Background: an optimization exercise with open tools, aiming at small area. Do not read the settings as production practice. Function not checked in this run: the RTL went through the layout flow alone. Power figures rest on the tool's default switching activity, not on a simulated workload.

`design/flow/design.v`:
```
module Convolution_pipeline(
    clk,
    rst_n,
	in_valid,
	In_IFM_1,
	In_IFM_2,
	In_IFM_3,
	In_IFM_4,	
	In_Weight_1,
	In_Weight_2,
	In_Weight_3,
	In_Weight_4,	
	Out_OFM
    );
input clk, rst_n;
input in_valid;
input[3:0]In_IFM_1;
input[3:0]In_IFM_2;
input[3:0]In_IFM_3;
input[3:0]In_IFM_4;
input[3:0]In_Weight_1;
input[3:0]In_Weight_2;
input[3:0]In_Weight_3;
input[3:0]In_Weight_4;
output reg [11:0]Out_OFM;
reg [3:0]In_1;
reg [3:0]In_2;
reg [3:0]In_3;
reg [3:0]In_4;
reg [3:0]weight1;
reg [3:0]weight2;
reg [3:0]weight3;
reg [3:0]weight4;
reg [11:0] PPR1_1;
reg [11:0] PPR1_2;
reg [11:0] PPR1_3;
reg [11:0] PPR1_4;
reg [11:0] PPR2_1;
reg [11:0] PPR2_2;
always@(posedge clk or negedge rst_n)   
begin
	if(!rst_n)
		begin
			In_1 <= 4'd0;
			In_2 <= 4'd0;
			In_3 <= 4'd0;
			In_4 <= 4'd0;
			weight1 <= 4'd0;
			weight2 <= 4'd0;
			weight3 <= 4'd0;
			weight4 <= 4'd0;
			PPR1_1 <= 12'd0;
			PPR1_2 <= 12'd0;
			PPR1_3 <= 12'd0;
			PPR1_4 <= 12'd0;
			PPR2_1 <= 12'd0;
			PPR2_2 <= 12'd0;
			Out_OFM <= 12'd0;
		end
	else if(in_valid == 1)
		begin
			In_1 <= In_IFM_1;
			In_2 <= In_IFM_2;	
			In_3 <= In_IFM_3;	
			In_4 <= In_IFM_4;	
			weight1 <= In_Weight_1;
			weight2 <= In_Weight_2;
			weight3 <= In_Weight_3;
			weight4 <= In_Weight_4;
			PPR1_1 <= In_1 * weight1;
			PPR1_2 <= In_2 * weight2;
			PPR1_3 <= In_3 * weight3;
			PPR1_4 <= In_4 * weight4;
			PPR2_1 <= PPR1_1 + PPR1_2;
			PPR2_2 <= PPR1_3 + PPR1_4;
			Out_OFM <= PPR2_1 + PPR2_2;
		end	
	else
		begin
			In_1 <= In_1;
			In_2 <= In_2;
			In_3 <= In_3;
			In_4 <= In_4;
			weight1 <= weight1;
			weight2 <= weight2;
			weight3 <= weight3;
			weight4 <= weight4;
			PPR1_1 <= PPR1_1;
			PPR1_2 <= PPR1_2;
			PPR1_3 <= PPR1_3;
			PPR1_4 <= PPR1_4;
			PPR2_1 <= PPR2_1;
			PPR2_2 <= PPR2_2;
			Out_OFM <= Out_OFM;
		end
end
endmodule
```
`design/flow/run.sh`:
```
#!/bin/bash
# synth_recipe.tcl (not shown) runs the flow's synth.tcl, then flattens the netlist and writes it again
# the make line also repeats each setting of config.mk as NAME=value (left out here)
make -C /OpenROAD-flow-scripts/flow DESIGN_CONFIG=/design/flow/config.mk WORK_HOME=/design/flow/orfs CLKGATE_MAP_FILE= SYNTH_SCRIPT=/design/flow/synth_recipe.tcl finish
```
`design/flow/config.mk`:
```
export PLATFORM = sky130hd
export DESIGN_NAME = Convolution_pipeline
export DESIGN_NICKNAME = Convolution_pipeline
export VERILOG_FILES = /design/flow/design.v
export SDC_FILE = /design/flow/constraint.sdc
export NUM_CORES = 4
export LEC_CHECK = 0
export CAP_MARGIN = 20
export CORE_MARGIN = 2
export CORE_UTILIZATION = 40
export SLEW_MARGIN = 20
```
`design/flow/constraint.sdc`:
```
create_clock -name core_clock -period 3.0 [get_ports {clk}]
set_input_delay 0.6000 -clock core_clock [delete_from_list [all_inputs] [get_ports {clk}]]
set_output_delay 0.6000 -clock core_clock [all_outputs]
set_load 0.01 [all_outputs]
```
==> results.rst <==
.. list-table::
   :header-rows: 1

   * - Metric
     - Value
   * - Status
     - complete, no violations
   * - Fraction of post-synthesis cell area in the top cell type by area
     - between 30% and 40%
   * - Most frequent standard cell in the layout excluding fill and tap cells
     - sky130_fd_sc_hd__dfrtp_1
   * - Clk slew on worst S/H paths
     - approximately 0.07 ns
   * - Crit path launch type
     - flop
   * - Portion of total power attributed to sequential cells
     - about a third
   * - DRC violation count after routing
     - 0
   * - Yosys top cell by area
     - sky130_fd_sc_hd__dfrtp_1
   * - Internal power summed over all cells
     - around 3600 µW
   * - Number of hold buffers added after cts
     - 0
   * - Max Fclk
     - ~0.35 GHz
   * - Top cells by area, synth
     - sky130_fd_sc_hd__dfrtp_1 (38%), sky130_fd_sc_hd__ha_1 (15%), sky130_fd_sc_hd__mux2_2 (12%)
   * - Top library cells by usage in the layout, fill and taps aside
     - sky130_fd_sc_hd__dfrtp_1 (91), sky130_fd_sc_hd__ha_1 (73), sky130_fd_sc_hd__mux2_2 (64)
   * - Mapped Area
     - roughly 6000 µm²
   * - Average cell area after synthesis
     - ~11 µm²
   * - Worst reg2reg startpoint
     - weight1[3]$_DFFE_PN0P_
   * - Number of top-level pins
     - between 40 and 50
   * - Number of setup violations in the final report
     - 0
   * - Vert. Die Dim
     - 126.9 µm
   * - Total number of yosys warnings
     - 1
   * - N_diodes
     - 0
   * - Layout filler cell count
     - around 1,300
   * - Detail-routed net length per standard cell
     - 14.47 µm
   * - Total placed cells including tap cells
     - 777
   * - Clock Skews
     - between 0.01 and 0.015 ns
   * - Min cycle time layout
     - between 2 and 3 ns
   * - Final nets
     - ~740
   * - Relative slew margins
     - between 60% and 70%
   * - Area of the die
     - ~16,000 µm²
   * - Number of antenna violations at the first check in global routing
     - 0
   * - Hold WC Path Type
     - in2async
   * - CTS buffer count
     - 9
   * - End of the worst register-to-register path
     - PPR1_1[7]$_DFFE_PN0P_
   * - Type of the setup path with the least slack
     - reg2reg
   * - Required time at the worst-slack endpoint
     - roughly 3.2 ns
   * - Endpoints failing hold
     - 0
   * - Non-filler cells, final
     - 800
   * - Worst IR drop on VDD
     - 391.4 µV
   * - CTS sink cnt
     - between 90 and 100
   * - Clock insertion delay at the later pin of the skew report
     - between 0.3 and 0.4 ns
   * - Antenna-violating nets left
     - 0
   * - Port buffer count
     - 44
   * - Clock share of power
     - approximately a fifth
   * - Final HPWL from detailed placement
     - 8.650 mm
   * - Crit path capture type
     - flop
   * - Switching pwr
     - 2052 µW
   * - Effective utilization at floorplan
     - between 40% and 50%
   * - Fin. max-slew vios
     - 0
   * - Flops & latches, synth
     - roughly 90
   * - TritonCTS clock tree
     - built
   * - Root Buffer
     - sky130_fd_sc_hd__clkbuf_16
   * - Area of all placed cells without fillers
     - around 7200 µm²
   * - Ratio of cells with drive above 1 in the final layout
     - roughly 20%
   * - Detailed Routing Iterations Pass 1
     - 4
   * - Worst path arrival time
     - 3.11 ns
   * - Layout-stage area growth over the synthesis result
     - 18.42%
   * - Vias in the first global route
     - roughly 4,200
   * - Worst setup margin
     - between 0.1 and 0.15 ns
   * - Minimum setup slack among reg-to-reg paths
     - roughly 0.13 ns
   * - Transition time at the pin with the least slew margin
     - ~0.56 ns
   * - Total power density per cell area
     - a little under 800 nW/µm²
   * - Final cycle utilization of the critical path
     - between 90% and 100%
   * - Pre-CTS worst setup slack
     - between 0.03 and 0.04 ns
   * - First DRT Iteration DRCs
     - roughly 170
   * - RePlAce Congestion
     - between 0.8 and 0.9
   * - CTS H-tree lvls
     - 3
   * - Row count
     - between 40 and 50
   * - Global-route met2 utilization
     - 23.56%
   * - Die W
     - about 130 µm
   * - Placed instance area
     - 6798 µm²
   * - Max-cap violations
     - 0
   * - Buffers from clock root to sink, at most
     - 2
   * - First-pass GRT wire length
     - around 20 mm
   * - Max Fanout on Critical Path
     - 2
   * - Switching share of total power
     - 36.57%
   * - Cell variety after synth
     - 37
   * - Global-route total usage across every layer
     - 15.32%
   * - Total global routing overflow
     - 0
   * - Met1 track utilization from global routing
     - between 20% and 30%
   * - Global Route met3 Usage
     - between 3 and 4%
   * - Largest net degree at the start of global routing
     - between 70 and 80
   * - Seq/Total Area, Yosys
     - a little under two fifths
   * - Number of cells produced by synthesis
     - 546
   * - Fraction of power consumed by combinational cells
     - 47.7%
   * - Top Usage Layer GRT
     - met2
   * - Static leakage
     - approximately 0.0034 µW
   * - Via Count
     - 4,087
   * - Routed wire length
     - between 10 and 15 mm
   * - Core Box Area
     - ~15,000 µm²
   * - Logic depth of the worst register-to-register path
     - 10
   * - Number of vias per cell after detailed routing
     - slightly above 5
-- state kept, by name, indices dropped and copies added, names as in the netlist --
signal   cells
In_1         4
In_2         4
In_3         4
In_4         4
Out_OFM     10
PPR1_1       8
PPR1_2       8
PPR1_3       8
PPR1_4       8
PPR2_1       9
PPR2_2       9
weight1      4
weight2      4
weight3      4
weight4      4
-- repair_timing --
| item | CTS | global route |
|---|---|---|
| endpoints found under the setup margin | 0 | 7 |
| setup buffers | 0 | 7 |
| resized for setup | 0 | 8 |
-- per-layer routing --
metal  part of all wire, %  vias to the layer above  wire (µm)
met5                     0                        -          0
met4                   1.8                        0        204
met3                   3.2                       18        367
met1                    51                     1967       5925
li1                      -                     2044          -
met2                    44                       58       5081
-- synthesized netlist by cell type --
library cell	n
sky130_fd_sc_hd__dfrtp_1	92
sky130_fd_sc_hd__ha_1	73
sky130_fd_sc_hd__mux2_2	64
sky130_fd_sc_hd__and2_1	41
sky130_fd_sc_hd__inv_1	40
sky130_fd_sc_hd__nand2_1	30
sky130_fd_sc_hd__o21ai_0	30
sky130_fd_sc_hd__xnor2_1	23
sky130_fd_sc_hd__fa_1	19
sky130_fd_sc_hd__a21o_1	18
sky130_fd_sc_hd__a21oi_1	17
sky130_fd_sc_hd__nor3_1	12
sky130_fd_sc_hd__nor2_1	11
sky130_fd_sc_hd__clkbuf_1	8
sky130_fd_sc_hd__a211oi_1	7
sky130_fd_sc_hd__o21a_1	7
sky130_fd_sc_hd__a31o_2	6
sky130_fd_sc_hd__buf_2	5
sky130_fd_sc_hd__nand3_1	5
sky130_fd_sc_hd__o21bai_1	5
sky130_fd_sc_hd__o2bb2ai_1	5
sky130_fd_sc_hd__a31oi_1	4
sky130_fd_sc_hd__nor2b_1	3
sky130_fd_sc_hd__o31a_1	3
sky130_fd_sc_hd__a211oi_2	2
sky130_fd_sc_hd__buf_4	2
sky130_fd_sc_hd__mux2i_1	2
sky130_fd_sc_hd__o21ai_1	2
sky130_fd_sc_hd__xor2_1	2
sky130_fd_sc_hd__conb_1	1
sky130_fd_sc_hd__nand2b_1	1
sky130_fd_sc_hd__nor2b_4	1
sky130_fd_sc_hd__nor4_1	1
sky130_fd_sc_hd__o2111ai_1	1
sky130_fd_sc_hd__o31ai_1	1
sky130_fd_sc_hd__or3_1	1
sky130_fd_sc_hd__or4_1	1
-- worst max path at each step --
stage / slack [ns] / endpoint / start / cells after the start
after floorplan: 0.14 / PPR1_1[7]$_DFFE_PN0P_ / In_1[0]$_DFFE_PN0P_ / 10
after global placement: 0.11 / PPR1_4[7]$_DFFE_PN0P_ / In_4[2]$_DFFE_PN0P_ / 10
after detailed placement: 0.04 / PPR1_1[7]$_DFFE_PN0P_ / weight1[3]$_DFFE_PN0P_ / 10
after CTS: 0.02 / PPR1_1[7]$_DFFE_PN0P_ / weight1[3]$_DFFE_PN0P_ / 10
after global routing: -0.03 / PPR1_1[7]$_DFFE_PN0P_ / weight1[3]$_DFFE_PN0P_ / 10
final: 0.13 / PPR1_1[7]$_DFFE_PN0P_ / weight1[3]$_DFFE_PN0P_ / 10
-- kinds of logic (layout without fill, tap and decap cells) --
group | count (synthesis) | in the layout | share of synthesized area, %
compound gates | 108 | 108 | 11.78
simple gates | 107 | 107 | 9.168
fa+ha+maj | 92 | 92 | 21.40
flops | 92 | 92 | 38.08
mux | 66 | 66 | 12.25
buf+inv | 55 | 124 | 3.642
xor+xnor | 25 | 25 | 3.622
other cells | 1 | 2 | 0.06203
-- power groups by stage --
stage               logic [µW]  clock network [µW]  registers, µW
floorplan                 1960                   0           1810
global placement          2580                   0           1860
detailed placement        2620                   0           1870
CTS                       2650                1140           1850
global route              3020                1180           1900
finish                    2680                1090           1840
-- area by class of cell --
type                       instances  area [µm²]  area share, %
clock buffer                      10       239.0          3.338
clock inverter                     6       47.55         0.6641
inverter                          40       150.1          2.097
multi-input combinational        400        3548          49.56
sequential                        92        2303          32.17
tap                              184       230.2          3.216
timing repair buffer              68       640.6          8.948
-- metrics by stage --
stage                     TNS (ns)  power [µW]  hold WS (ns)  util, %
after floorplan                  0        3775        0.3044        -
after global placement           0        4434        0.4620    46.42
after detailed placement         0        4495        0.4780    46.42
after CTS                        0        5633        0.2421    48.38
after global routing      -0.03025        6095        0.2735    48.89
final                            0        5611        0.2281    48.89
-- worst max-delay path, stage by stage, from the launching register on --
cell and delay, ns:
sky130_fd_sc_hd__dfrtp_1 0.36, sky130_fd_sc_hd__nand2_1 0.08, sky130_fd_sc_hd__fa_1 0.50, sky130_fd_sc_hd__fa_1 0.54, sky130_fd_sc_hd__inv_1 0.05, sky130_fd_sc_hd__ha_1 0.28
sky130_fd_sc_hd__a21o_1 0.19, sky130_fd_sc_hd__a31o_2 0.26, sky130_fd_sc_hd__a21oi_2 0.16, sky130_fd_sc_hd__xnor2_1 0.08, sky130_fd_sc_hd__mux2_2 0.26

-- re-timing with driven ports --
Ports are ideal in the flow. The routed layout listed here was re-timed in OpenROAD. Step 1: set_driving_cell puts a clkbuf_16 on clk and a buf_2 on each other input, an assumption about the parent block. Step 2 times the ports against the registers' clock, not the clock port: input delays grow and output delays shrink by t, the midpoint of the rising clock arrivals with the driver on. a / b / c = ideal ports / drivers / drivers and shift; a / b = the first two.
t, ns: 0.386
slack for setup (ns): 0.132 / 0.132 / 0.132
slew at the worst register clock pin (ns): 0.07 / 0.07
After both steps setup and hold are still met in this run. The setup slack of this run moves by 0.000 ns with the drivers and by 0.000 ns with both steps.
